From an optimization exercise on the open Yosys and OpenROAD flow, aimed at small area and a short achievable clock period; shortcuts taken in it are not production practice. No functional check of the RTL was part of this run. Power and IR drop assume default switching activity.

### flow/flow/run.sh
#!/bin/bash
set -euo pipefail
MARGIN=$(python3 -c "print(round(${FLOW_PERIOD_NS} - 13, 3))")
bash standard.sh SETUP_SLACK_MARGIN=$MARGIN "BUFFER_PORTS_ARGS=-buffer_cell sky130_fd_sc_hd__buf_1" finish > standard_flow.log 2>&1
### flow/standard.sh
#!/bin/bash
# synth_recipe.tcl (not shown) runs the flow's synth.tcl, then flattens the netlist and writes it again
# the make line also repeats each setting of config.mk as NAME=value (left out here)
make -C /OpenROAD-flow-scripts/flow DESIGN_CONFIG=/design/flow/config.mk WORK_HOME=/design/flow/orfs CLKGATE_MAP_FILE= SYNTH_SCRIPT=/design/flow/synth_recipe.tcl "${@:-finish}"
### flow/config.mk
export PLATFORM = sky130hd
export DESIGN_NAME = CPU
export DESIGN_NICKNAME = CPU
export VERILOG_FILES = /design/flow/design.v
export SDC_FILE = /design/flow/constraint.sdc
export NUM_CORES = 4
export LEC_CHECK = 0
export ABC_AREA = 1
export CAP_MARGIN = 20
export CORE_MARGIN = 2
export CORE_UTILIZATION = 40
export SLEW_MARGIN = 20
### flow/constraint.sdc
create_clock -name core_clock -period 32.0 [get_ports {clock}]
set_input_delay 6.4000 -clock core_clock [delete_from_list [all_inputs] [get_ports {clock}]]
set_output_delay 6.4000 -clock core_clock [all_outputs]
set_load 0.01 [all_outputs]
### flow/design.v
module CPU(clock,reset,MemData,MemOut,rd,wr,PC,IR,MBR,AC,MAR,SR);
input clock;
input reset;
input signed [15:0] MemData;
output reg signed [15:0] MemOut;
output reg [10:0] PC,MAR;
output reg signed [15:0] IR,MBR;
output signed [15:0] AC;
output reg wr,rd;
output [3:0] SR;    
reg [2:0] state;
reg signed [15:0] ACr;      
reg [3:0] SRr;
reg accSel;                 
wire [3:0] op = IR[15:12];
wire       m  = IR[11];
wire        dv   = (op == 4'h6);            
wire        sa   = ACr[15];
wire [15:0] lorA;
assign lorA[0] = 1'b0;
genvar ga;
generate
  for (ga = 1; ga < 16; ga = ga + 1) begin : la
    assign lorA[ga] = |ACr[ga-1:0];
  end
endgenerate
wire [15:0] absa = {16{dv}} & (ACr ^ ({16{sa}} & lorA));
reg  [15:0] absAr;
always @(posedge clock) absAr <= absa;
wire [15:0] d1   = m ? MemData : {5'b0, IR[10:0]};    
wire        cin1 = dv & ~d1[15];
wire [15:0] B1c  = d1 ^ {16{cin1}};
wire [17:0] d3   = {{2{d1[15]}}, d1} + {d1[15], d1, 1'b0};
wire [17:0] B3c  = d3 ^ {18{cin1}};
reg [15:0] B1r;
reg [17:0] B3r;
reg        cinr, d1s;
always @(posedge clock)
  if (state == 3'd3) begin
    B1r <= B1c; B3r <= B3c; cinr <= cin1; d1s <= d1[15];
  end
wire w1 = ((absAr[15] & B1c[0]) | ((absAr[15] | B1c[0]) & cin1));
wire w2 = (absAr[15] | B1c[0]);
wire w3 = w1 & (&B1c[15:1]);
wire w4 = dv ? w3 : ACr[15];
wire [0:0] r5;
assign r5[0] = w4 ? (absAr[15] ^ (B1c[0] ^ cin1)) : absAr[15];
wire w6 = ((absAr[14] & B1c[0]) | ((absAr[14] | B1c[0]) & cin1));
wire w7 = (absAr[14] | B1c[0]);
wire w8 = (r5[0] & B1c[1]);
wire w9 = (r5[0] | B1c[1]);
wire w10 = w8 | (w9 & w6);
wire w11 = w9 & w7;
wire w12 = w10 & (&B1c[15:2]);
wire w13 = dv ? w12 : ACr[14];
wire [1:0] r14;
assign r14[0] = w13 ? (absAr[14] ^ (B1c[0] ^ cin1)) : absAr[14];
assign r14[1] = w13 ? (r5[0] ^ (B1c[1] ^ w6)) : r5[0];
wire w15 = ((absAr[13] & B1c[0]) | ((absAr[13] | B1c[0]) & cin1));
wire w16 = (absAr[13] | B1c[0]);
wire w17 = (r14[0] & B1c[1]);
wire w18 = (r14[0] | B1c[1]);
wire w19 = (r14[1] & B1c[2]);
wire w20 = (r14[1] | B1c[2]);
wire w21 = w17 | (w18 & w15);
wire w22 = w18 & w16;
wire w23 = w19 | (w20 & w21);
wire w24 = w20 & w22;
wire w25 = w23 & (&B1c[15:3]);
wire w26 = dv ? w25 : ACr[13];
wire [2:0] r27;
assign r27[0] = w26 ? (absAr[13] ^ (B1c[0] ^ cin1)) : absAr[13];
assign r27[1] = w26 ? (r14[0] ^ (B1c[1] ^ w15)) : r14[0];
assign r27[2] = w26 ? (r14[1] ^ (B1c[2] ^ w21)) : r14[1];
wire w28 = ((absAr[12] & B1c[0]) | ((absAr[12] | B1c[0]) & cin1));
wire w29 = (absAr[12] | B1c[0]);
wire w30 = (r27[0] & B1c[1]);
wire w31 = (r27[0] | B1c[1]);
wire w32 = (r27[1] & B1c[2]);
wire w33 = (r27[1] | B1c[2]);
wire w34 = (r27[2] & B1c[3]);
wire w35 = (r27[2] | B1c[3]);
wire w36 = w30 | (w31 & w28);
wire w37 = w31 & w29;
wire w38 = w34 | (w35 & w32);
wire w39 = w35 & w33;
wire w40 = w32 | (w33 & w36);
wire w41 = w33 & w37;
wire w42 = w38 | (w39 & w36);
wire w43 = w39 & w37;
wire w44 = w42 & (&B1c[15:4]);
wire w45 = dv ? w44 : ACr[12];
wire [3:0] r46;
assign r46[0] = w45 ? (absAr[12] ^ (B1c[0] ^ cin1)) : absAr[12];
assign r46[1] = w45 ? (r27[0] ^ (B1c[1] ^ w28)) : r27[0];
assign r46[2] = w45 ? (r27[1] ^ (B1c[2] ^ w36)) : r27[1];
assign r46[3] = w45 ? (r27[2] ^ (B1c[3] ^ w40)) : r27[2];
wire w47 = ((absAr[11] & B1c[0]) | ((absAr[11] | B1c[0]) & cin1));
wire w48 = (absAr[11] | B1c[0]);
wire w49 = (r46[0] & B1c[1]);
wire w50 = (r46[0] | B1c[1]);
wire w51 = (r46[1] & B1c[2]);
wire w52 = (r46[1] | B1c[2]);
wire w53 = (r46[2] & B1c[3]);
wire w54 = (r46[2] | B1c[3]);
wire w55 = (r46[3] & B1c[4]);
wire w56 = (r46[3] | B1c[4]);
wire w57 = w49 | (w50 & w47);
wire w58 = w50 & w48;
wire w59 = w53 | (w54 & w51);
wire w60 = w54 & w52;
wire w61 = w51 | (w52 & w57);
wire w62 = w52 & w58;
wire w63 = w59 | (w60 & w57);
wire w64 = w60 & w58;
wire w65 = w55 | (w56 & w63);
wire w66 = w56 & w64;
wire w67 = w65 & (&B1c[15:5]);
wire w68 = dv ? w67 : ACr[11];
wire [4:0] r69;
assign r69[0] = w68 ? (absAr[11] ^ (B1c[0] ^ cin1)) : absAr[11];
assign r69[1] = w68 ? (r46[0] ^ (B1c[1] ^ w47)) : r46[0];
assign r69[2] = w68 ? (r46[1] ^ (B1c[2] ^ w57)) : r46[1];
assign r69[3] = w68 ? (r46[2] ^ (B1c[3] ^ w61)) : r46[2];
assign r69[4] = w68 ? (r46[3] ^ (B1c[4] ^ w63)) : r46[3];
reg [4:0] p1r, p1q;
always @(posedge clock) begin
  p1r <= r69;
  p1q <= {w3, w12, w25, w44, w67};
end
wire w70 = ((absAr[10] & B1r[0]) | ((absAr[10] | B1r[0]) & cinr));
wire w71 = (absAr[10] | B1r[0]);
wire w72 = (p1r[0] & B1r[1]);
wire w73 = (p1r[0] | B1r[1]);
wire w74 = (p1r[1] & B1r[2]);
wire w75 = (p1r[1] | B1r[2]);
wire w76 = (p1r[2] & B1r[3]);
wire w77 = (p1r[2] | B1r[3]);
wire w78 = (p1r[3] & B1r[4]);
wire w79 = (p1r[3] | B1r[4]);
wire w80 = (p1r[4] & B1r[5]);
wire w81 = (p1r[4] | B1r[5]);
wire w82 = w72 | (w73 & w70);
wire w83 = w73 & w71;
wire w84 = w76 | (w77 & w74);
wire w85 = w77 & w75;
wire w86 = w80 | (w81 & w78);
wire w87 = w81 & w79;
wire w88 = w74 | (w75 & w82);
wire w89 = w75 & w83;
wire w90 = w84 | (w85 & w82);
wire w91 = w85 & w83;
wire w92 = w78 | (w79 & w90);
wire w93 = w79 & w91;
wire w94 = w86 | (w87 & w90);
wire w95 = w87 & w91;
wire w96 = w94 & (&B1r[15:6]);
wire w97 = dv ? w96 : ACr[10];
wire [5:0] r98;
assign r98[0] = w97 ? (absAr[10] ^ (B1r[0] ^ cinr)) : absAr[10];
assign r98[1] = w97 ? (p1r[0] ^ (B1r[1] ^ w70)) : p1r[0];
assign r98[2] = w97 ? (p1r[1] ^ (B1r[2] ^ w82)) : p1r[1];
assign r98[3] = w97 ? (p1r[2] ^ (B1r[3] ^ w88)) : p1r[2];
assign r98[4] = w97 ? (p1r[3] ^ (B1r[4] ^ w90)) : p1r[3];
assign r98[5] = w97 ? (p1r[4] ^ (B1r[5] ^ w92)) : p1r[4];
wire w99 = ((absAr[9] & B1r[0]) | ((absAr[9] | B1r[0]) & cinr));
wire w100 = (absAr[9] | B1r[0]);
wire w101 = (r98[0] & B1r[1]);
wire w102 = (r98[0] | B1r[1]);
wire w103 = (r98[1] & B1r[2]);
wire w104 = (r98[1] | B1r[2]);
wire w105 = (r98[2] & B1r[3]);
wire w106 = (r98[2] | B1r[3]);
wire w107 = (r98[3] & B1r[4]);
wire w108 = (r98[3] | B1r[4]);
wire w109 = (r98[4] & B1r[5]);
wire w110 = (r98[4] | B1r[5]);
wire w111 = (r98[5] & B1r[6]);
wire w112 = (r98[5] | B1r[6]);
wire w113 = w101 | (w102 & w99);
wire w114 = w102 & w100;
wire w115 = w105 | (w106 & w103);
wire w116 = w106 & w104;
wire w117 = w109 | (w110 & w107);
wire w118 = w110 & w108;
wire w119 = w103 | (w104 & w113);
wire w120 = w104 & w114;
wire w121 = w115 | (w116 & w113);
wire w122 = w116 & w114;
wire w123 = w111 | (w112 & w117);
wire w124 = w112 & w118;
wire w125 = w107 | (w108 & w121);
wire w126 = w108 & w122;
wire w127 = w117 | (w118 & w121);
wire w128 = w118 & w122;
wire w129 = w123 | (w124 & w121);
wire w130 = w124 & w122;
wire w131 = w129 & (&B1r[15:7]);
wire w132 = dv ? w131 : ACr[9];
wire [6:0] r133;
assign r133[0] = w132 ? (absAr[9] ^ (B1r[0] ^ cinr)) : absAr[9];
assign r133[1] = w132 ? (r98[0] ^ (B1r[1] ^ w99)) : r98[0];
assign r133[2] = w132 ? (r98[1] ^ (B1r[2] ^ w113)) : r98[1];
assign r133[3] = w132 ? (r98[2] ^ (B1r[3] ^ w119)) : r98[2];
assign r133[4] = w132 ? (r98[3] ^ (B1r[4] ^ w121)) : r98[3];
assign r133[5] = w132 ? (r98[4] ^ (B1r[5] ^ w125)) : r98[4];
assign r133[6] = w132 ? (r98[5] ^ (B1r[6] ^ w127)) : r98[5];
wire w134 = ((absAr[8] & B1r[0]) | ((absAr[8] | B1r[0]) & cinr));
wire w135 = (absAr[8] | B1r[0]);
wire w136 = (r133[0] & B1r[1]);
wire w137 = (r133[0] | B1r[1]);
wire w138 = (r133[1] & B1r[2]);
wire w139 = (r133[1] | B1r[2]);
wire w140 = (r133[2] & B1r[3]);
wire w141 = (r133[2] | B1r[3]);
wire w142 = (r133[3] & B1r[4]);
wire w143 = (r133[3] | B1r[4]);
wire w144 = (r133[4] & B1r[5]);
wire w145 = (r133[4] | B1r[5]);
wire w146 = (r133[5] & B1r[6]);
wire w147 = (r133[5] | B1r[6]);
wire w148 = (r133[6] & B1r[7]);
wire w149 = (r133[6] | B1r[7]);
wire w150 = w136 | (w137 & w134);
wire w151 = w137 & w135;
wire w152 = w140 | (w141 & w138);
wire w153 = w141 & w139;
wire w154 = w144 | (w145 & w142);
wire w155 = w145 & w143;
wire w156 = w148 | (w149 & w146);
wire w157 = w149 & w147;
wire w158 = w138 | (w139 & w150);
wire w159 = w139 & w151;
wire w160 = w152 | (w153 & w150);
wire w161 = w153 & w151;
wire w162 = w146 | (w147 & w154);
wire w163 = w147 & w155;
wire w164 = w156 | (w157 & w154);
wire w165 = w157 & w155;
wire w166 = w142 | (w143 & w160);
wire w167 = w143 & w161;
wire w168 = w154 | (w155 & w160);
wire w169 = w155 & w161;
wire w170 = w162 | (w163 & w160);
wire w171 = w163 & w161;
wire w172 = w164 | (w165 & w160);
wire w173 = w165 & w161;
wire w174 = w172 & (&B1r[15:8]);
wire w175 = dv ? w174 : ACr[8];
wire [7:0] r176;
assign r176[0] = w175 ? (absAr[8] ^ (B1r[0] ^ cinr)) : absAr[8];
assign r176[1] = w175 ? (r133[0] ^ (B1r[1] ^ w134)) : r133[0];
assign r176[2] = w175 ? (r133[1] ^ (B1r[2] ^ w150)) : r133[1];
assign r176[3] = w175 ? (r133[2] ^ (B1r[3] ^ w158)) : r133[2];
assign r176[4] = w175 ? (r133[3] ^ (B1r[4] ^ w160)) : r133[3];
assign r176[5] = w175 ? (r133[4] ^ (B1r[5] ^ w166)) : r133[4];
assign r176[6] = w175 ? (r133[5] ^ (B1r[6] ^ w168)) : r133[5];
assign r176[7] = w175 ? (r133[6] ^ (B1r[7] ^ w170)) : r133[6];
wire w177 = ((absAr[7] & B1r[0]) | ((absAr[7] | B1r[0]) & cinr));
wire w178 = (absAr[7] | B1r[0]);
wire w179 = (r176[0] & B1r[1]);
wire w180 = (r176[0] | B1r[1]);
wire w181 = (r176[1] & B1r[2]);
wire w182 = (r176[1] | B1r[2]);
wire w183 = (r176[2] & B1r[3]);
wire w184 = (r176[2] | B1r[3]);
wire w185 = (r176[3] & B1r[4]);
wire w186 = (r176[3] | B1r[4]);
wire w187 = (r176[4] & B1r[5]);
wire w188 = (r176[4] | B1r[5]);
wire w189 = (r176[5] & B1r[6]);
wire w190 = (r176[5] | B1r[6]);
wire w191 = (r176[6] & B1r[7]);
wire w192 = (r176[6] | B1r[7]);
wire w193 = (r176[7] & B1r[8]);
wire w194 = (r176[7] | B1r[8]);
wire w195 = w179 | (w180 & w177);
wire w196 = w180 & w178;
wire w197 = w183 | (w184 & w181);
wire w198 = w184 & w182;
wire w199 = w187 | (w188 & w185);
wire w200 = w188 & w186;
wire w201 = w191 | (w192 & w189);
wire w202 = w192 & w190;
wire w203 = w181 | (w182 & w195);
wire w204 = w182 & w196;
wire w205 = w197 | (w198 & w195);
wire w206 = w198 & w196;
wire w207 = w189 | (w190 & w199);
wire w208 = w190 & w200;
wire w209 = w201 | (w202 & w199);
wire w210 = w202 & w200;
wire w211 = w185 | (w186 & w205);
wire w212 = w186 & w206;
wire w213 = w199 | (w200 & w205);
wire w214 = w200 & w206;
wire w215 = w207 | (w208 & w205);
wire w216 = w208 & w206;
wire w217 = w209 | (w210 & w205);
wire w218 = w210 & w206;
wire w219 = w193 | (w194 & w217);
wire w220 = w194 & w218;
wire w221 = w219 & (&B1r[15:9]);
wire w222 = dv ? w221 : ACr[7];
wire [8:0] r223;
assign r223[0] = w222 ? (absAr[7] ^ (B1r[0] ^ cinr)) : absAr[7];
assign r223[1] = w222 ? (r176[0] ^ (B1r[1] ^ w177)) : r176[0];
assign r223[2] = w222 ? (r176[1] ^ (B1r[2] ^ w195)) : r176[1];
assign r223[3] = w222 ? (r176[2] ^ (B1r[3] ^ w203)) : r176[2];
assign r223[4] = w222 ? (r176[3] ^ (B1r[4] ^ w205)) : r176[3];
assign r223[5] = w222 ? (r176[4] ^ (B1r[5] ^ w211)) : r176[4];
assign r223[6] = w222 ? (r176[5] ^ (B1r[6] ^ w213)) : r176[5];
assign r223[7] = w222 ? (r176[6] ^ (B1r[7] ^ w215)) : r176[6];
assign r223[8] = w222 ? (r176[7] ^ (B1r[8] ^ w217)) : r176[7];
wire w224 = ((absAr[6] & B1r[0]) | ((absAr[6] | B1r[0]) & cinr));
wire w225 = (absAr[6] | B1r[0]);
wire w226 = (r223[0] & B1r[1]);
wire w227 = (r223[0] | B1r[1]);
wire w228 = (r223[1] & B1r[2]);
wire w229 = (r223[1] | B1r[2]);
wire w230 = (r223[2] & B1r[3]);
wire w231 = (r223[2] | B1r[3]);
wire w232 = (r223[3] & B1r[4]);
wire w233 = (r223[3] | B1r[4]);
wire w234 = (r223[4] & B1r[5]);
wire w235 = (r223[4] | B1r[5]);
wire w236 = (r223[5] & B1r[6]);
wire w237 = (r223[5] | B1r[6]);
wire w238 = (r223[6] & B1r[7]);
wire w239 = (r223[6] | B1r[7]);
wire w240 = (r223[7] & B1r[8]);
wire w241 = (r223[7] | B1r[8]);
wire w242 = (r223[8] & B1r[9]);
wire w243 = (r223[8] | B1r[9]);
wire w244 = w226 | (w227 & w224);
wire w245 = w227 & w225;
wire w246 = w230 | (w231 & w228);
wire w247 = w231 & w229;
wire w248 = w234 | (w235 & w232);
wire w249 = w235 & w233;
wire w250 = w238 | (w239 & w236);
wire w251 = w239 & w237;
wire w252 = w242 | (w243 & w240);
wire w253 = w243 & w241;
wire w254 = w228 | (w229 & w244);
wire w255 = w229 & w245;
wire w256 = w246 | (w247 & w244);
wire w257 = w247 & w245;
wire w258 = w236 | (w237 & w248);
wire w259 = w237 & w249;
wire w260 = w250 | (w251 & w248);
wire w261 = w251 & w249;
wire w262 = w232 | (w233 & w256);
wire w263 = w233 & w257;
wire w264 = w248 | (w249 & w256);
wire w265 = w249 & w257;
wire w266 = w258 | (w259 & w256);
wire w267 = w259 & w257;
wire w268 = w260 | (w261 & w256);
wire w269 = w261 & w257;
wire w270 = w240 | (w241 & w268);
wire w271 = w241 & w269;
wire w272 = w252 | (w253 & w268);
wire w273 = w253 & w269;
wire w274 = w272 & (&B1r[15:10]);
wire w275 = dv ? w274 : ACr[6];
wire [9:0] r276;
assign r276[0] = w275 ? (absAr[6] ^ (B1r[0] ^ cinr)) : absAr[6];
assign r276[1] = w275 ? (r223[0] ^ (B1r[1] ^ w224)) : r223[0];
assign r276[2] = w275 ? (r223[1] ^ (B1r[2] ^ w244)) : r223[1];
assign r276[3] = w275 ? (r223[2] ^ (B1r[3] ^ w254)) : r223[2];
assign r276[4] = w275 ? (r223[3] ^ (B1r[4] ^ w256)) : r223[3];
assign r276[5] = w275 ? (r223[4] ^ (B1r[5] ^ w262)) : r223[4];
assign r276[6] = w275 ? (r223[5] ^ (B1r[6] ^ w264)) : r223[5];
assign r276[7] = w275 ? (r223[6] ^ (B1r[7] ^ w266)) : r223[6];
assign r276[8] = w275 ? (r223[7] ^ (B1r[8] ^ w268)) : r223[7];
assign r276[9] = w275 ? (r223[8] ^ (B1r[9] ^ w270)) : r223[8];
wire w277 = ((absAr[5] & B1r[0]) | ((absAr[5] | B1r[0]) & cinr));
wire w278 = (absAr[5] | B1r[0]);
wire w279 = (r276[0] & B1r[1]);
wire w280 = (r276[0] | B1r[1]);
wire w281 = (r276[1] & B1r[2]);
wire w282 = (r276[1] | B1r[2]);
wire w283 = (r276[2] & B1r[3]);
wire w284 = (r276[2] | B1r[3]);
wire w285 = (r276[3] & B1r[4]);
wire w286 = (r276[3] | B1r[4]);
wire w287 = (r276[4] & B1r[5]);
wire w288 = (r276[4] | B1r[5]);
wire w289 = (r276[5] & B1r[6]);
wire w290 = (r276[5] | B1r[6]);
wire w291 = (r276[6] & B1r[7]);
wire w292 = (r276[6] | B1r[7]);
wire w293 = (r276[7] & B1r[8]);
wire w294 = (r276[7] | B1r[8]);
wire w295 = (r276[8] & B1r[9]);
wire w296 = (r276[8] | B1r[9]);
wire w297 = (r276[9] & B1r[10]);
wire w298 = (r276[9] | B1r[10]);
wire w299 = w279 | (w280 & w277);
wire w300 = w280 & w278;
wire w301 = w283 | (w284 & w281);
wire w302 = w284 & w282;
wire w303 = w287 | (w288 & w285);
wire w304 = w288 & w286;
wire w305 = w291 | (w292 & w289);
wire w306 = w292 & w290;
wire w307 = w295 | (w296 & w293);
wire w308 = w296 & w294;
wire w309 = w281 | (w282 & w299);
wire w310 = w282 & w300;
wire w311 = w301 | (w302 & w299);
wire w312 = w302 & w300;
wire w313 = w289 | (w290 & w303);
wire w314 = w290 & w304;
wire w315 = w305 | (w306 & w303);
wire w316 = w306 & w304;
wire w317 = w297 | (w298 & w307);
wire w318 = w298 & w308;
wire w319 = w285 | (w286 & w311);
wire w320 = w286 & w312;
wire w321 = w303 | (w304 & w311);
wire w322 = w304 & w312;
wire w323 = w313 | (w314 & w311);
wire w324 = w314 & w312;
wire w325 = w315 | (w316 & w311);
wire w326 = w316 & w312;
wire w327 = w293 | (w294 & w325);
wire w328 = w294 & w326;
wire w329 = w307 | (w308 & w325);
wire w330 = w308 & w326;
wire w331 = w317 | (w318 & w325);
wire w332 = w318 & w326;
wire w333 = w331 & (&B1r[15:11]);
wire w334 = dv ? w333 : ACr[5];
wire [10:0] r335;
assign r335[0] = w334 ? (absAr[5] ^ (B1r[0] ^ cinr)) : absAr[5];
assign r335[1] = w334 ? (r276[0] ^ (B1r[1] ^ w277)) : r276[0];
assign r335[2] = w334 ? (r276[1] ^ (B1r[2] ^ w299)) : r276[1];
assign r335[3] = w334 ? (r276[2] ^ (B1r[3] ^ w309)) : r276[2];
assign r335[4] = w334 ? (r276[3] ^ (B1r[4] ^ w311)) : r276[3];
assign r335[5] = w334 ? (r276[4] ^ (B1r[5] ^ w319)) : r276[4];
assign r335[6] = w334 ? (r276[5] ^ (B1r[6] ^ w321)) : r276[5];
assign r335[7] = w334 ? (r276[6] ^ (B1r[7] ^ w323)) : r276[6];
assign r335[8] = w334 ? (r276[7] ^ (B1r[8] ^ w325)) : r276[7];
assign r335[9] = w334 ? (r276[8] ^ (B1r[9] ^ w327)) : r276[8];
assign r335[10] = w334 ? (r276[9] ^ (B1r[10] ^ w329)) : r276[9];
wire w336 = ((absAr[4] & B1r[0]) | ((absAr[4] | B1r[0]) & cinr));
wire w337 = (absAr[4] | B1r[0]);
wire w338 = (r335[0] & B1r[1]);
wire w339 = (r335[0] | B1r[1]);
wire w340 = (r335[1] & B1r[2]);
wire w341 = (r335[1] | B1r[2]);
wire w342 = (r335[2] & B1r[3]);
wire w343 = (r335[2] | B1r[3]);
wire w344 = (r335[3] & B1r[4]);
wire w345 = (r335[3] | B1r[4]);
wire w346 = (r335[4] & B1r[5]);
wire w347 = (r335[4] | B1r[5]);
wire w348 = (r335[5] & B1r[6]);
wire w349 = (r335[5] | B1r[6]);
wire w350 = (r335[6] & B1r[7]);
wire w351 = (r335[6] | B1r[7]);
wire w352 = (r335[7] & B1r[8]);
wire w353 = (r335[7] | B1r[8]);
wire w354 = (r335[8] & B1r[9]);
wire w355 = (r335[8] | B1r[9]);
wire w356 = (r335[9] & B1r[10]);
wire w357 = (r335[9] | B1r[10]);
wire w358 = (r335[10] & B1r[11]);
wire w359 = (r335[10] | B1r[11]);
wire w360 = w338 | (w339 & w336);
wire w361 = w339 & w337;
wire w362 = w342 | (w343 & w340);
wire w363 = w343 & w341;
wire w364 = w346 | (w347 & w344);
wire w365 = w347 & w345;
wire w366 = w350 | (w351 & w348);
wire w367 = w351 & w349;
wire w368 = w354 | (w355 & w352);
wire w369 = w355 & w353;
wire w370 = w358 | (w359 & w356);
wire w371 = w359 & w357;
wire w372 = w340 | (w341 & w360);
wire w373 = w341 & w361;
wire w374 = w362 | (w363 & w360);
wire w375 = w363 & w361;
wire w376 = w348 | (w349 & w364);
wire w377 = w349 & w365;
wire w378 = w366 | (w367 & w364);
wire w379 = w367 & w365;
wire w380 = w356 | (w357 & w368);
wire w381 = w357 & w369;
wire w382 = w370 | (w371 & w368);
wire w383 = w371 & w369;
wire w384 = w344 | (w345 & w374);
wire w385 = w345 & w375;
wire w386 = w364 | (w365 & w374);
wire w387 = w365 & w375;
wire w388 = w376 | (w377 & w374);
wire w389 = w377 & w375;
wire w390 = w378 | (w379 & w374);
wire w391 = w379 & w375;
wire w392 = w352 | (w353 & w390);
wire w393 = w353 & w391;
wire w394 = w368 | (w369 & w390);
wire w395 = w369 & w391;
wire w396 = w380 | (w381 & w390);
wire w397 = w381 & w391;
wire w398 = w382 | (w383 & w390);
wire w399 = w383 & w391;
wire w400 = w398 & (&B1r[15:12]);
wire w401 = dv ? w400 : ACr[4];
wire [11:0] r402;
assign r402[0] = w401 ? (absAr[4] ^ (B1r[0] ^ cinr)) : absAr[4];
assign r402[1] = w401 ? (r335[0] ^ (B1r[1] ^ w336)) : r335[0];
assign r402[2] = w401 ? (r335[1] ^ (B1r[2] ^ w360)) : r335[1];
assign r402[3] = w401 ? (r335[2] ^ (B1r[3] ^ w372)) : r335[2];
assign r402[4] = w401 ? (r335[3] ^ (B1r[4] ^ w374)) : r335[3];
assign r402[5] = w401 ? (r335[4] ^ (B1r[5] ^ w384)) : r335[4];
assign r402[6] = w401 ? (r335[5] ^ (B1r[6] ^ w386)) : r335[5];
assign r402[7] = w401 ? (r335[6] ^ (B1r[7] ^ w388)) : r335[6];
assign r402[8] = w401 ? (r335[7] ^ (B1r[8] ^ w390)) : r335[7];
assign r402[9] = w401 ? (r335[8] ^ (B1r[9] ^ w392)) : r335[8];
assign r402[10] = w401 ? (r335[9] ^ (B1r[10] ^ w394)) : r335[9];
assign r402[11] = w401 ? (r335[10] ^ (B1r[11] ^ w396)) : r335[10];
wire w403 = ((absAr[3] & B1r[0]) | ((absAr[3] | B1r[0]) & cinr));
wire w404 = (absAr[3] | B1r[0]);
wire w405 = (r402[0] & B1r[1]);
wire w406 = (r402[0] | B1r[1]);
wire w407 = (r402[1] & B1r[2]);
wire w408 = (r402[1] | B1r[2]);
wire w409 = (r402[2] & B1r[3]);
wire w410 = (r402[2] | B1r[3]);
wire w411 = (r402[3] & B1r[4]);
wire w412 = (r402[3] | B1r[4]);
wire w413 = (r402[4] & B1r[5]);
wire w414 = (r402[4] | B1r[5]);
wire w415 = (r402[5] & B1r[6]);
wire w416 = (r402[5] | B1r[6]);
wire w417 = (r402[6] & B1r[7]);
wire w418 = (r402[6] | B1r[7]);
wire w419 = (r402[7] & B1r[8]);
wire w420 = (r402[7] | B1r[8]);
wire w421 = (r402[8] & B1r[9]);
wire w422 = (r402[8] | B1r[9]);
wire w423 = (r402[9] & B1r[10]);
wire w424 = (r402[9] | B1r[10]);
wire w425 = (r402[10] & B1r[11]);
wire w426 = (r402[10] | B1r[11]);
wire w427 = (r402[11] & B1r[12]);
wire w428 = (r402[11] | B1r[12]);
wire w429 = w405 | (w406 & w403);
wire w430 = w406 & w404;
wire w431 = w409 | (w410 & w407);
wire w432 = w410 & w408;
wire w433 = w413 | (w414 & w411);
wire w434 = w414 & w412;
wire w435 = w417 | (w418 & w415);
wire w436 = w418 & w416;
wire w437 = w421 | (w422 & w419);
wire w438 = w422 & w420;
wire w439 = w425 | (w426 & w423);
wire w440 = w426 & w424;
wire w441 = w407 | (w408 & w429);
wire w442 = w408 & w430;
wire w443 = w431 | (w432 & w429);
wire w444 = w432 & w430;
wire w445 = w415 | (w416 & w433);
wire w446 = w416 & w434;
wire w447 = w435 | (w436 & w433);
wire w448 = w436 & w434;
wire w449 = w423 | (w424 & w437);
wire w450 = w424 & w438;
wire w451 = w439 | (w440 & w437);
wire w452 = w440 & w438;
wire w453 = w411 | (w412 & w443);
wire w454 = w412 & w444;
wire w455 = w433 | (w434 & w443);
wire w456 = w434 & w444;
wire w457 = w445 | (w446 & w443);
wire w458 = w446 & w444;
wire w459 = w447 | (w448 & w443);
wire w460 = w448 & w444;
wire w461 = w427 | (w428 & w451);
wire w462 = w428 & w452;
wire w463 = w419 | (w420 & w459);
wire w464 = w420 & w460;
wire w465 = w437 | (w438 & w459);
wire w466 = w438 & w460;
wire w467 = w449 | (w450 & w459);
wire w468 = w450 & w460;
wire w469 = w451 | (w452 & w459);
wire w470 = w452 & w460;
wire w471 = w461 | (w462 & w459);
wire w472 = w462 & w460;
wire w473 = w471 & (&B1r[15:13]);
wire w474 = dv ? w473 : ACr[3];
wire [12:0] r475;
assign r475[0] = w474 ? (absAr[3] ^ (B1r[0] ^ cinr)) : absAr[3];
assign r475[1] = w474 ? (r402[0] ^ (B1r[1] ^ w403)) : r402[0];
assign r475[2] = w474 ? (r402[1] ^ (B1r[2] ^ w429)) : r402[1];
assign r475[3] = w474 ? (r402[2] ^ (B1r[3] ^ w441)) : r402[2];
assign r475[4] = w474 ? (r402[3] ^ (B1r[4] ^ w443)) : r402[3];
assign r475[5] = w474 ? (r402[4] ^ (B1r[5] ^ w453)) : r402[4];
assign r475[6] = w474 ? (r402[5] ^ (B1r[6] ^ w455)) : r402[5];
assign r475[7] = w474 ? (r402[6] ^ (B1r[7] ^ w457)) : r402[6];
assign r475[8] = w474 ? (r402[7] ^ (B1r[8] ^ w459)) : r402[7];
assign r475[9] = w474 ? (r402[8] ^ (B1r[9] ^ w463)) : r402[8];
assign r475[10] = w474 ? (r402[9] ^ (B1r[10] ^ w465)) : r402[9];
assign r475[11] = w474 ? (r402[10] ^ (B1r[11] ^ w467)) : r402[10];
assign r475[12] = w474 ? (r402[11] ^ (B1r[12] ^ w469)) : r402[11];
reg [12:0] p2r;
reg [12:0] p2q;
always @(posedge clock) begin
  p2r <= r475;
  p2q <= {p1q, w96, w131, w174, w221, w274, w333, w400, w473};
end
wire w476 = ((absAr[2] & B1r[0]) | ((absAr[2] | B1r[0]) & cinr));
wire w477 = (absAr[2] | B1r[0]);
wire w478 = (p2r[0] & B1r[1]);
wire w479 = (p2r[0] | B1r[1]);
wire w480 = (p2r[1] & B1r[2]);
wire w481 = (p2r[1] | B1r[2]);
wire w482 = (p2r[2] & B1r[3]);
wire w483 = (p2r[2] | B1r[3]);
wire w484 = (p2r[3] & B1r[4]);
wire w485 = (p2r[3] | B1r[4]);
wire w486 = (p2r[4] & B1r[5]);
wire w487 = (p2r[4] | B1r[5]);
wire w488 = (p2r[5] & B1r[6]);
wire w489 = (p2r[5] | B1r[6]);
wire w490 = (p2r[6] & B1r[7]);
wire w491 = (p2r[6] | B1r[7]);
wire w492 = (p2r[7] & B1r[8]);
wire w493 = (p2r[7] | B1r[8]);
wire w494 = (p2r[8] & B1r[9]);
wire w495 = (p2r[8] | B1r[9]);
wire w496 = (p2r[9] & B1r[10]);
wire w497 = (p2r[9] | B1r[10]);
wire w498 = (p2r[10] & B1r[11]);
wire w499 = (p2r[10] | B1r[11]);
wire w500 = (p2r[11] & B1r[12]);
wire w501 = (p2r[11] | B1r[12]);
wire w502 = (p2r[12] & B1r[13]);
wire w503 = (p2r[12] | B1r[13]);
wire w504 = w478 | (w479 & w476);
wire w505 = w479 & w477;
wire w506 = w482 | (w483 & w480);
wire w507 = w483 & w481;
wire w508 = w486 | (w487 & w484);
wire w509 = w487 & w485;
wire w510 = w490 | (w491 & w488);
wire w511 = w491 & w489;
wire w512 = w494 | (w495 & w492);
wire w513 = w495 & w493;
wire w514 = w498 | (w499 & w496);
wire w515 = w499 & w497;
wire w516 = w502 | (w503 & w500);
wire w517 = w503 & w501;
wire w518 = w480 | (w481 & w504);
wire w519 = w481 & w505;
wire w520 = w506 | (w507 & w504);
wire w521 = w507 & w505;
wire w522 = w488 | (w489 & w508);
wire w523 = w489 & w509;
wire w524 = w510 | (w511 & w508);
wire w525 = w511 & w509;
wire w526 = w496 | (w497 & w512);
wire w527 = w497 & w513;
wire w528 = w514 | (w515 & w512);
wire w529 = w515 & w513;
wire w530 = w484 | (w485 & w520);
wire w531 = w485 & w521;
wire w532 = w508 | (w509 & w520);
wire w533 = w509 & w521;
wire w534 = w522 | (w523 & w520);
wire w535 = w523 & w521;
wire w536 = w524 | (w525 & w520);
wire w537 = w525 & w521;
wire w538 = w500 | (w501 & w528);
wire w539 = w501 & w529;
wire w540 = w516 | (w517 & w528);
wire w541 = w517 & w529;
wire w542 = w492 | (w493 & w536);
wire w543 = w493 & w537;
wire w544 = w512 | (w513 & w536);
wire w545 = w513 & w537;
wire w546 = w526 | (w527 & w536);
wire w547 = w527 & w537;
wire w548 = w528 | (w529 & w536);
wire w549 = w529 & w537;
wire w550 = w538 | (w539 & w536);
wire w551 = w539 & w537;
wire w552 = w540 | (w541 & w536);
wire w553 = w541 & w537;
wire w554 = w552 & (&B1r[15:14]);
wire w555 = dv ? w554 : ACr[2];
wire [13:0] r556;
assign r556[0] = w555 ? (absAr[2] ^ (B1r[0] ^ cinr)) : absAr[2];
assign r556[1] = w555 ? (p2r[0] ^ (B1r[1] ^ w476)) : p2r[0];
assign r556[2] = w555 ? (p2r[1] ^ (B1r[2] ^ w504)) : p2r[1];
assign r556[3] = w555 ? (p2r[2] ^ (B1r[3] ^ w518)) : p2r[2];
assign r556[4] = w555 ? (p2r[3] ^ (B1r[4] ^ w520)) : p2r[3];
assign r556[5] = w555 ? (p2r[4] ^ (B1r[5] ^ w530)) : p2r[4];
assign r556[6] = w555 ? (p2r[5] ^ (B1r[6] ^ w532)) : p2r[5];
assign r556[7] = w555 ? (p2r[6] ^ (B1r[7] ^ w534)) : p2r[6];
assign r556[8] = w555 ? (p2r[7] ^ (B1r[8] ^ w536)) : p2r[7];
assign r556[9] = w555 ? (p2r[8] ^ (B1r[9] ^ w542)) : p2r[8];
assign r556[10] = w555 ? (p2r[9] ^ (B1r[10] ^ w544)) : p2r[9];
assign r556[11] = w555 ? (p2r[10] ^ (B1r[11] ^ w546)) : p2r[10];
assign r556[12] = w555 ? (p2r[11] ^ (B1r[12] ^ w548)) : p2r[11];
assign r556[13] = w555 ? (p2r[12] ^ (B1r[13] ^ w550)) : p2r[12];
wire w557 = ((absAr[1] & B1r[0]) | ((absAr[1] | B1r[0]) & cinr));
wire w558 = (absAr[1] | B1r[0]);
wire w559 = (r556[0] & B1r[1]);
wire w560 = (r556[0] | B1r[1]);
wire w561 = (r556[1] & B1r[2]);
wire w562 = (r556[1] | B1r[2]);
wire w563 = (r556[2] & B1r[3]);
wire w564 = (r556[2] | B1r[3]);
wire w565 = (r556[3] & B1r[4]);
wire w566 = (r556[3] | B1r[4]);
wire w567 = (r556[4] & B1r[5]);
wire w568 = (r556[4] | B1r[5]);
wire w569 = (r556[5] & B1r[6]);
wire w570 = (r556[5] | B1r[6]);
wire w571 = (r556[6] & B1r[7]);
wire w572 = (r556[6] | B1r[7]);
wire w573 = (r556[7] & B1r[8]);
wire w574 = (r556[7] | B1r[8]);
wire w575 = (r556[8] & B1r[9]);
wire w576 = (r556[8] | B1r[9]);
wire w577 = (r556[9] & B1r[10]);
wire w578 = (r556[9] | B1r[10]);
wire w579 = (r556[10] & B1r[11]);
wire w580 = (r556[10] | B1r[11]);
wire w581 = (r556[11] & B1r[12]);
wire w582 = (r556[11] | B1r[12]);
wire w583 = (r556[12] & B1r[13]);
wire w584 = (r556[12] | B1r[13]);
wire w585 = (r556[13] & B1r[14]);
wire w586 = (r556[13] | B1r[14]);
wire w587 = w559 | (w560 & w557);
wire w588 = w560 & w558;
wire w589 = w563 | (w564 & w561);
wire w590 = w564 & w562;
wire w591 = w567 | (w568 & w565);
wire w592 = w568 & w566;
wire w593 = w571 | (w572 & w569);
wire w594 = w572 & w570;
wire w595 = w575 | (w576 & w573);
wire w596 = w576 & w574;
wire w597 = w579 | (w580 & w577);
wire w598 = w580 & w578;
wire w599 = w583 | (w584 & w581);
wire w600 = w584 & w582;
wire w601 = w561 | (w562 & w587);
wire w602 = w562 & w588;
wire w603 = w589 | (w590 & w587);
wire w604 = w590 & w588;
wire w605 = w569 | (w570 & w591);
wire w606 = w570 & w592;
wire w607 = w593 | (w594 & w591);
wire w608 = w594 & w592;
wire w609 = w577 | (w578 & w595);
wire w610 = w578 & w596;
wire w611 = w597 | (w598 & w595);
wire w612 = w598 & w596;
wire w613 = w585 | (w586 & w599);
wire w614 = w586 & w600;
wire w615 = w565 | (w566 & w603);
wire w616 = w566 & w604;
wire w617 = w591 | (w592 & w603);
wire w618 = w592 & w604;
wire w619 = w605 | (w606 & w603);
wire w620 = w606 & w604;
wire w621 = w607 | (w608 & w603);
wire w622 = w608 & w604;
wire w623 = w581 | (w582 & w611);
wire w624 = w582 & w612;
wire w625 = w599 | (w600 & w611);
wire w626 = w600 & w612;
wire w627 = w613 | (w614 & w611);
wire w628 = w614 & w612;
wire w629 = w573 | (w574 & w621);
wire w630 = w574 & w622;
wire w631 = w595 | (w596 & w621);
wire w632 = w596 & w622;
wire w633 = w609 | (w610 & w621);
wire w634 = w610 & w622;
wire w635 = w611 | (w612 & w621);
wire w636 = w612 & w622;
wire w637 = w623 | (w624 & w621);
wire w638 = w624 & w622;
wire w639 = w625 | (w626 & w621);
wire w640 = w626 & w622;
wire w641 = w627 | (w628 & w621);
wire w642 = w628 & w622;
wire w643 = w641 & (&B1r[15:15]);
wire w644 = dv ? w643 : ACr[1];
wire [14:0] r645;
assign r645[0] = w644 ? (absAr[1] ^ (B1r[0] ^ cinr)) : absAr[1];
assign r645[1] = w644 ? (r556[0] ^ (B1r[1] ^ w557)) : r556[0];
assign r645[2] = w644 ? (r556[1] ^ (B1r[2] ^ w587)) : r556[1];
assign r645[3] = w644 ? (r556[2] ^ (B1r[3] ^ w601)) : r556[2];
assign r645[4] = w644 ? (r556[3] ^ (B1r[4] ^ w603)) : r556[3];
assign r645[5] = w644 ? (r556[4] ^ (B1r[5] ^ w615)) : r556[4];
assign r645[6] = w644 ? (r556[5] ^ (B1r[6] ^ w617)) : r556[5];
assign r645[7] = w644 ? (r556[6] ^ (B1r[7] ^ w619)) : r556[6];
assign r645[8] = w644 ? (r556[7] ^ (B1r[8] ^ w621)) : r556[7];
assign r645[9] = w644 ? (r556[8] ^ (B1r[9] ^ w629)) : r556[8];
assign r645[10] = w644 ? (r556[9] ^ (B1r[10] ^ w631)) : r556[9];
assign r645[11] = w644 ? (r556[10] ^ (B1r[11] ^ w633)) : r556[10];
assign r645[12] = w644 ? (r556[11] ^ (B1r[12] ^ w635)) : r556[11];
assign r645[13] = w644 ? (r556[12] ^ (B1r[13] ^ w637)) : r556[12];
assign r645[14] = w644 ? (r556[13] ^ (B1r[14] ^ w639)) : r556[13];
wire w646 = ((absAr[0] & B1r[0]) | ((absAr[0] | B1r[0]) & cinr));
wire w647 = (absAr[0] | B1r[0]);
wire w648 = (r645[0] & B1r[1]);
wire w649 = (r645[0] | B1r[1]);
wire w650 = (r645[1] & B1r[2]);
wire w651 = (r645[1] | B1r[2]);
wire w652 = (r645[2] & B1r[3]);
wire w653 = (r645[2] | B1r[3]);
wire w654 = (r645[3] & B1r[4]);
wire w655 = (r645[3] | B1r[4]);
wire w656 = (r645[4] & B1r[5]);
wire w657 = (r645[4] | B1r[5]);
wire w658 = (r645[5] & B1r[6]);
wire w659 = (r645[5] | B1r[6]);
wire w660 = (r645[6] & B1r[7]);
wire w661 = (r645[6] | B1r[7]);
wire w662 = (r645[7] & B1r[8]);
wire w663 = (r645[7] | B1r[8]);
wire w664 = (r645[8] & B1r[9]);
wire w665 = (r645[8] | B1r[9]);
wire w666 = (r645[9] & B1r[10]);
wire w667 = (r645[9] | B1r[10]);
wire w668 = (r645[10] & B1r[11]);
wire w669 = (r645[10] | B1r[11]);
wire w670 = (r645[11] & B1r[12]);
wire w671 = (r645[11] | B1r[12]);
wire w672 = (r645[12] & B1r[13]);
wire w673 = (r645[12] | B1r[13]);
wire w674 = (r645[13] & B1r[14]);
wire w675 = (r645[13] | B1r[14]);
wire w676 = (r645[14] & B1r[15]);
wire w677 = (r645[14] | B1r[15]);
wire w678 = w648 | (w649 & w646);
wire w679 = w649 & w647;
wire w680 = w652 | (w653 & w650);
wire w681 = w653 & w651;
wire w682 = w656 | (w657 & w654);
wire w683 = w657 & w655;
wire w684 = w660 | (w661 & w658);
wire w685 = w661 & w659;
wire w686 = w664 | (w665 & w662);
wire w687 = w665 & w663;
wire w688 = w668 | (w669 & w666);
wire w689 = w669 & w667;
wire w690 = w672 | (w673 & w670);
wire w691 = w673 & w671;
wire w692 = w676 | (w677 & w674);
wire w693 = w677 & w675;
wire w694 = w650 | (w651 & w678);
wire w695 = w651 & w679;
wire w696 = w680 | (w681 & w678);
wire w697 = w681 & w679;
wire w698 = w658 | (w659 & w682);
wire w699 = w659 & w683;
wire w700 = w684 | (w685 & w682);
wire w701 = w685 & w683;
wire w702 = w666 | (w667 & w686);
wire w703 = w667 & w687;
wire w704 = w688 | (w689 & w686);
wire w705 = w689 & w687;
wire w706 = w674 | (w675 & w690);
wire w707 = w675 & w691;
wire w708 = w692 | (w693 & w690);
wire w709 = w693 & w691;
wire w710 = w654 | (w655 & w696);
wire w711 = w655 & w697;
wire w712 = w682 | (w683 & w696);
wire w713 = w683 & w697;
wire w714 = w698 | (w699 & w696);
wire w715 = w699 & w697;
wire w716 = w700 | (w701 & w696);
wire w717 = w701 & w697;
wire w718 = w670 | (w671 & w704);
wire w719 = w671 & w705;
wire w720 = w690 | (w691 & w704);
wire w721 = w691 & w705;
wire w722 = w706 | (w707 & w704);
wire w723 = w707 & w705;
wire w724 = w708 | (w709 & w704);
wire w725 = w709 & w705;
wire w726 = w662 | (w663 & w716);
wire w727 = w663 & w717;
wire w728 = w686 | (w687 & w716);
wire w729 = w687 & w717;
wire w730 = w702 | (w703 & w716);
wire w731 = w703 & w717;
wire w732 = w704 | (w705 & w716);
wire w733 = w705 & w717;
wire w734 = w718 | (w719 & w716);
wire w735 = w719 & w717;
wire w736 = w720 | (w721 & w716);
wire w737 = w721 & w717;
wire w738 = w722 | (w723 & w716);
wire w739 = w723 & w717;
wire w740 = w724 | (w725 & w716);
wire w741 = w725 & w717;
wire w742 = w740 & 1'b1;
wire w743 = dv ? w742 : ACr[0];
wire [15:0] r744;
assign r744[0] = w743 ? (absAr[0] ^ (B1r[0] ^ cinr)) : absAr[0];
assign r744[1] = w743 ? (r645[0] ^ (B1r[1] ^ w646)) : r645[0];
assign r744[2] = w743 ? (r645[1] ^ (B1r[2] ^ w678)) : r645[1];
assign r744[3] = w743 ? (r645[2] ^ (B1r[3] ^ w694)) : r645[2];
assign r744[4] = w743 ? (r645[3] ^ (B1r[4] ^ w696)) : r645[3];
assign r744[5] = w743 ? (r645[4] ^ (B1r[5] ^ w710)) : r645[4];
assign r744[6] = w743 ? (r645[5] ^ (B1r[6] ^ w712)) : r645[5];
assign r744[7] = w743 ? (r645[6] ^ (B1r[7] ^ w714)) : r645[6];
assign r744[8] = w743 ? (r645[7] ^ (B1r[8] ^ w716)) : r645[7];
assign r744[9] = w743 ? (r645[8] ^ (B1r[9] ^ w726)) : r645[8];
assign r744[10] = w743 ? (r645[9] ^ (B1r[10] ^ w728)) : r645[9];
assign r744[11] = w743 ? (r645[10] ^ (B1r[11] ^ w730)) : r645[10];
assign r744[12] = w743 ? (r645[11] ^ (B1r[12] ^ w732)) : r645[11];
assign r744[13] = w743 ? (r645[12] ^ (B1r[13] ^ w734)) : r645[12];
assign r744[14] = w743 ? (r645[13] ^ (B1r[14] ^ w736)) : r645[13];
assign r744[15] = w743 ? (r645[14] ^ (B1r[15] ^ w738)) : r645[14];
wire [15:0] qu = {p2q, w554, w643, w742};
wire [15:0] prod = r744;             
wire        dz   = cinr & (&B1r);           
wire        negq = sa ^ d1s;
wire [15:0] lowor;
assign lowor[0] = 1'b0;
genvar gi;
generate
  for (gi = 1; gi < 16; gi = gi + 1) begin : lo
    assign lowor[gi] = |qu[gi-1:0];
  end
endgenerate
wire [15:0] quot  = dz ? 16'd0 : (qu ^ ({16{negq}} & lowor));
wire [15:0] res   = dv ? quot : prod;
wire        resz  = dv ? (dz | ~|qu) : ~|prod;
assign AC = accSel ? res : ACr;
assign SR = accSel ? {resz, res[15], 2'b00} : SRr;
wire        sub  = (op == 4'h4);
wire [15:0] bop  = MBR ^ {16{sub}};
wire [16:0] sum  = {1'b0,ACr} + {1'b0,bop} + {16'd0,sub};
wire        as_c = sum[16] ^ sub;                                   
wire        as_v = (ACr[15] == bop[15]) && (sum[15] != ACr[15]);    
wire        ld  = (op == 4'h1);
wire [15:0] acn = ld ? MBR : sum[15:0];
wire [1:0]  cv  = ld ? 2'b00 : {as_c, as_v};
always @(posedge clock) begin
  if (reset) begin
    PC <= 0; MAR <= 0; IR <= 0; MBR <= 0; ACr <= 0; MemOut <= 0; SRr <= 0;
    rd <= 1; wr <= 0;
    accSel <= 0;
    state <= 0;
  end else
  case (state)
  0: begin
    rd <= 1; wr <= 0;
    MAR <= PC;
    if (accSel) begin
      ACr <= res;
      SRr <= {resz, res[15], 2'b00};
    end
    accSel <= 0;
    state <= 1;
  end
  1: begin
    rd <= 1; wr <= 0;
    IR <= MemData;
    PC <= PC + 1'b1;
    state <= 2;
  end
  2: begin
    if (m) MAR <= IR[10:0];
    state <= 3;
  end
  3: begin
    state <= 4;
    case (op)
      4'h1, 4'h3, 4'h4, 4'h5, 4'h6: MBR <= d1;
      4'h2: begin MBR <= ACr; rd <= 0; wr <= 1; end
      4'h7: begin PC <= MAR; state <= 0; end
      4'h8: if (SRr[3]) begin PC <= MAR; state <= 0; end
      default: ;
    endcase
  end
  4: begin
    state <= 0;
    case (op)
      4'h1, 4'h3, 4'h4: begin ACr <= acn; SRr <= {acn == 16'd0, acn[15], cv}; end
      4'h2: MemOut <= MBR;
      4'h5, 4'h6: accSel <= 1'b1;
      default: ;
    endcase
  end
  default: state <= 0;
  endcase
end
endmodule
==> flow_summary.yaml <==
route:
  finalWirelength_um: 54960
  drt_first_pass_iters: 6
  dr_wl_met2_um: 26130
  viasPerCell: 5.194
  m1WireLength_um: 23920
  dr_total_vias: 16850
  met3_length_um: 2829
  drc: 0
  wl_per_cell_um: 16.95
  drt-initial-drc-count: 1174
  antenna_left: 0
  topRoutingLayerUsed: "met4"
setup_path:
  slowest_stage: "fa_2"
  criticalPathCategory: "flip-flop to primary output"
  critPathCaptureType: "primary output"
  r2r_slack_ns: 19.88
  arrival_ns: 8.42
  rr_startpoint: "B1r[0]$_DFFE_PP_"
  worstSetupStartpointType: "flip-flop"
  reg2regPathDepth: 96
  path_buf_inv: 6
  cp_top_family: "compound AO/OA/AOI/OAI gates"
  path_max_fanout: 5
  required_ns: 25.60
  cpPeakStageDelay_ns: 0.52
  r2r-end: "p2r[9]$_DFF_P_"
final_layout:
  n_fill_cell: 4058
  area_growth_pct: 21.42
  antenna_cells: 0
  multi_input_area_mm2: 0.01163
  seq_area_mm2: 0.003505
  final_common_cell: "nand2_1"
  drive_above_1_share_pct: 21.08
  most-common-layout-cells: "nand2_1, inv_1, nor2_1"
  finish.net_count: 2786
logic_synthesis:
  synth-seq-cells: 166
  avgSynthCellArea_um2: 6.405
  yosys_warnings: 1
  synth_cell_types: 64
  synthCells: 2507
  syn-cell-area_mm2: 0.01606
  synth_enable_flop_cells: 18
  synth_area_leader_cell: "dfxtp_1"
  ys.flop_type: "dfxtp_1"
  syn_nets: 2588
  ys_seq_area_share_pct: 21.82
  synth_area_leaders: "dfxtp_1, nand2_1, inv_1"
  synthArstFlopShare_pct: 0
  synth_top_area_share_pct: 18.45
sta:
  hold_viol_final: 0
  finalCritPeriodShare_pct: 46.30
  whs_ns: 0.3300
  worst_slew_pin_slew_ns: 1.075
  drv_slew: 0
  slew_headroom_pct: 27.58
  fin_crit_ns: 14.82
  setup-tns-final_ns: 0
  rsz0062_at_grt: "true"
  skew_ns: 0.01836
  setup_viol: 0
  fmax_mhz: 67.49
flow_run:
  drv_cap: 0
global_route:
  grt_pass1_vias: 15830
  grt_pass1_wl_um: 84920
  grt_overflow: 0
  grt_use_total_pct: 25.92
  grt_max_degree: 58
  antenna_found_initial: 0
clock_tree:
  cts.sinks: 166
  path_clk_slew_ns: 0.07
  cts_max_path_buffers: 2
  root_buffer: "clkbuf_16"
  hold_buffers: 0
  cts_buffers: 17
  cts_tree: "done"
  clock_latency_ns: 0.46
  h-tree-depth: 4
power_and_ir_drop:
  p_leak_nw: 9.351
  p_per_area_mw_per_mm2: 33.30
  finalPower_w: 0.0006493
  combPwrFrac_pct: 30.8
  p_sw_w: 0.0002377
  seq_power_share_pct: 35.5
  p_int_w: 0.0004116
  pwr-share-clk_pct: 33.6
  p_sw_share_pct: 36.61
  ir_drop_mv: 0.04241
status:
  status: "complete, no violations"
placed_design:
  io_buffer_count: 109
  dp_hpwl_um: 40090
  gp_congestion: 0.9023
die:
  io_pins: 110
  dieHeight_um: 204.4
  dieWidth_um: 204.4
  core_area_mm2: 0.03964
  die_area_mm2: 0.04176
  num_rows: 73
  start_util_pct: 40.51
worst_hold_path:
  min_from: "p1q[1]$_DFF_P_"
  hold_depth: 0
  min_to: "p2q[9]$_DFF_P_"
  hold_class: "flip-flop to flip-flop"
[state kept, by name, summed over array words and instances (netlist names), 3 cells and up]
signal  cells
p2q        13
MBR        16
SRr         4
MemOut     16
p1r         5
B1r        16
PC         11
state       3
IR         16
p1q         5
absAr      16
MAR        11
p2r        13
ACr        16
[per-layer routing]
layer / track usage [%] / vias up
met5: 0 / -
met4: 10.33 / 0
met3: 3.300 / 106
met2: 44.99 / 517
met1: 32.48 / 7827
li1: - / 8395
[stage by stage]
stage	instances	utilization [%]	worst slack, ns	instance area, µm²
CTS	3197	47.41	17.39	18790
global placement	3081	43.17	16.08	17110
global route	3243	49.19	16.71	19500
floorplan	2507	-	17.22	16490
finish	3243	49.19	17.18	19500
detailed placement	3081	43.17	15.90	17110
[worst reg2reg max path: cells and delay by family (launching register included)]
kind                     cells  cell delay (ns)
AO/OA/AOI/OAI                6             0.92
XOR/XNOR                     3             0.54
adder cells (fa/ha/maj)      5             1.65
buffers and inverters       15             1.85
flip-flops                   1             0.47
AND/OR/NAND/NOR             67             6.55
[worst max path at each step]
stage / slack [ns] / start / cells after the start / end
final: 17.18 / B1r[0]$_DFFE_PP_ / 57 / SR[3]
after global routing: 16.71 / B1r[0]$_DFFE_PP_ / 56 / SR[3]
after CTS: 17.39 / B1r[0]$_DFFE_PP_ / 57 / SR[3]
after detailed placement: 15.90 / B1r[0]$_DFFE_PP_ / 59 / SR[3]
after global placement: 16.08 / B1r[0]$_DFFE_PP_ / 59 / SR[3]
after floorplan: 17.22 / B1r[0]$_DFFE_PP_ / 59 / SR[3]
[Yosys cell counts (6+ instances only)]
| master | number |
|---|---|
| nand3b_1 | 10 |
| nand2_1 | 666 |
| a21oi_1 | 127 |
| ha_1 | 16 |
| a21boi_0 | 6 |
| xor2_1 | 98 |
| o21bai_1 | 7 |
| a31oi_1 | 40 |
| o21ai_0 | 206 |
| xnor2_1 | 30 |
| nand4_1 | 17 |
| o21ai_2 | 10 |
| buf_6 | 8 |
| clkbuf_1 | 54 |
| nor2_1 | 197 |
| nor4_1 | 7 |
| dfxtp_1 | 148 |
| clkinv_1 | 9 |
| nor2_2 | 9 |
| nand2_4 | 20 |
| fa_1 | 47 |
| clkbuf_8 | 10 |
| inv_1 | 340 |
| inv_2 | 8 |
| or2_2 | 24 |
| nand3_4 | 9 |
| nand2_2 | 78 |
| nand3_1 | 152 |
| edfxtp_1 | 18 |
| o21ai_1 | 20 |
| nand3_2 | 28 |
| nor3_1 | 18 |
[layout make-up]
class                   instances  area share, %
inverters                     362          7.162
clock buffers                  22          2.548
well taps                     525          3.369
multi-input cells            1898          59.67
repair buffers                260          8.644
flip-flops and latches        166          17.97
clock inverters                10         0.6289
[what timing repair did]
action / CTS / global route
cloned: 3 / 5
buffers inserted: 81 / 41
resized for setup: 109 / 77
pin swaps: 78 / 45
endpoints found under the setup margin: 24 / 38
[cells by family (layout without fill, tap and decap cells)]
group                      after synthesis  in the layout  share of synthesized area [%]
buffers and inverters                  451            654                          12.40
adders and majority gates               66             66                          7.293
xor gates and xnor gates               128            128                          6.981
AOI/OAI and AO/OA                      452            455                          15.61
muxes                                    2              2                         0.1325
DFF                                    166            166                          21.82
and+or+nand+nor                       1242           1247                          35.76
[power by group through the flow]
stage / Sequential, W / Combinational [W] / Clock, W
floorplan: 0.000233 / 0.000130 / 0
global placement: 0.000235 / 0.000170 / 0
detailed placement: 0.000235 / 0.000172 / 0
CTS: 0.000230 / 0.000188 / 0.000221
global route: 0.000232 / 0.000221 / 0.000229
finish: 0.000231 / 0.000200 / 0.000218

==> afterwards: timing with drivers on the ports <==
How much do the figures lean on ideal ports? The routed layout below was timed once more, with nothing changed but the port constraints.
Step 1 sets driving cells, clkbuf_16 on the clock port and buf_2 on the other inputs (assumed; they add their load-dependent delay and slew).
Step 2 adds t to the input delays and takes it off the output delays; t is the mean of the earliest and latest rising clock arrival at the registers after step 1. Input paths then give back, and output paths get back, about the clock's delay inside the block.
Three values: ideal, step 1, step 2; two values: the first two.
t (ns): 0.504
setup WS [ns]: 17.183 / 17.129 / 17.460
worst register clock-pin slew, ns: 0.08 / 0.08
worst data-port slew with drivers (ns): 0.06
After both steps this run still meets setup and hold. For this run, drivers alone change the setup slack by -0.054 ns; drivers and shift together by +0.277 ns.
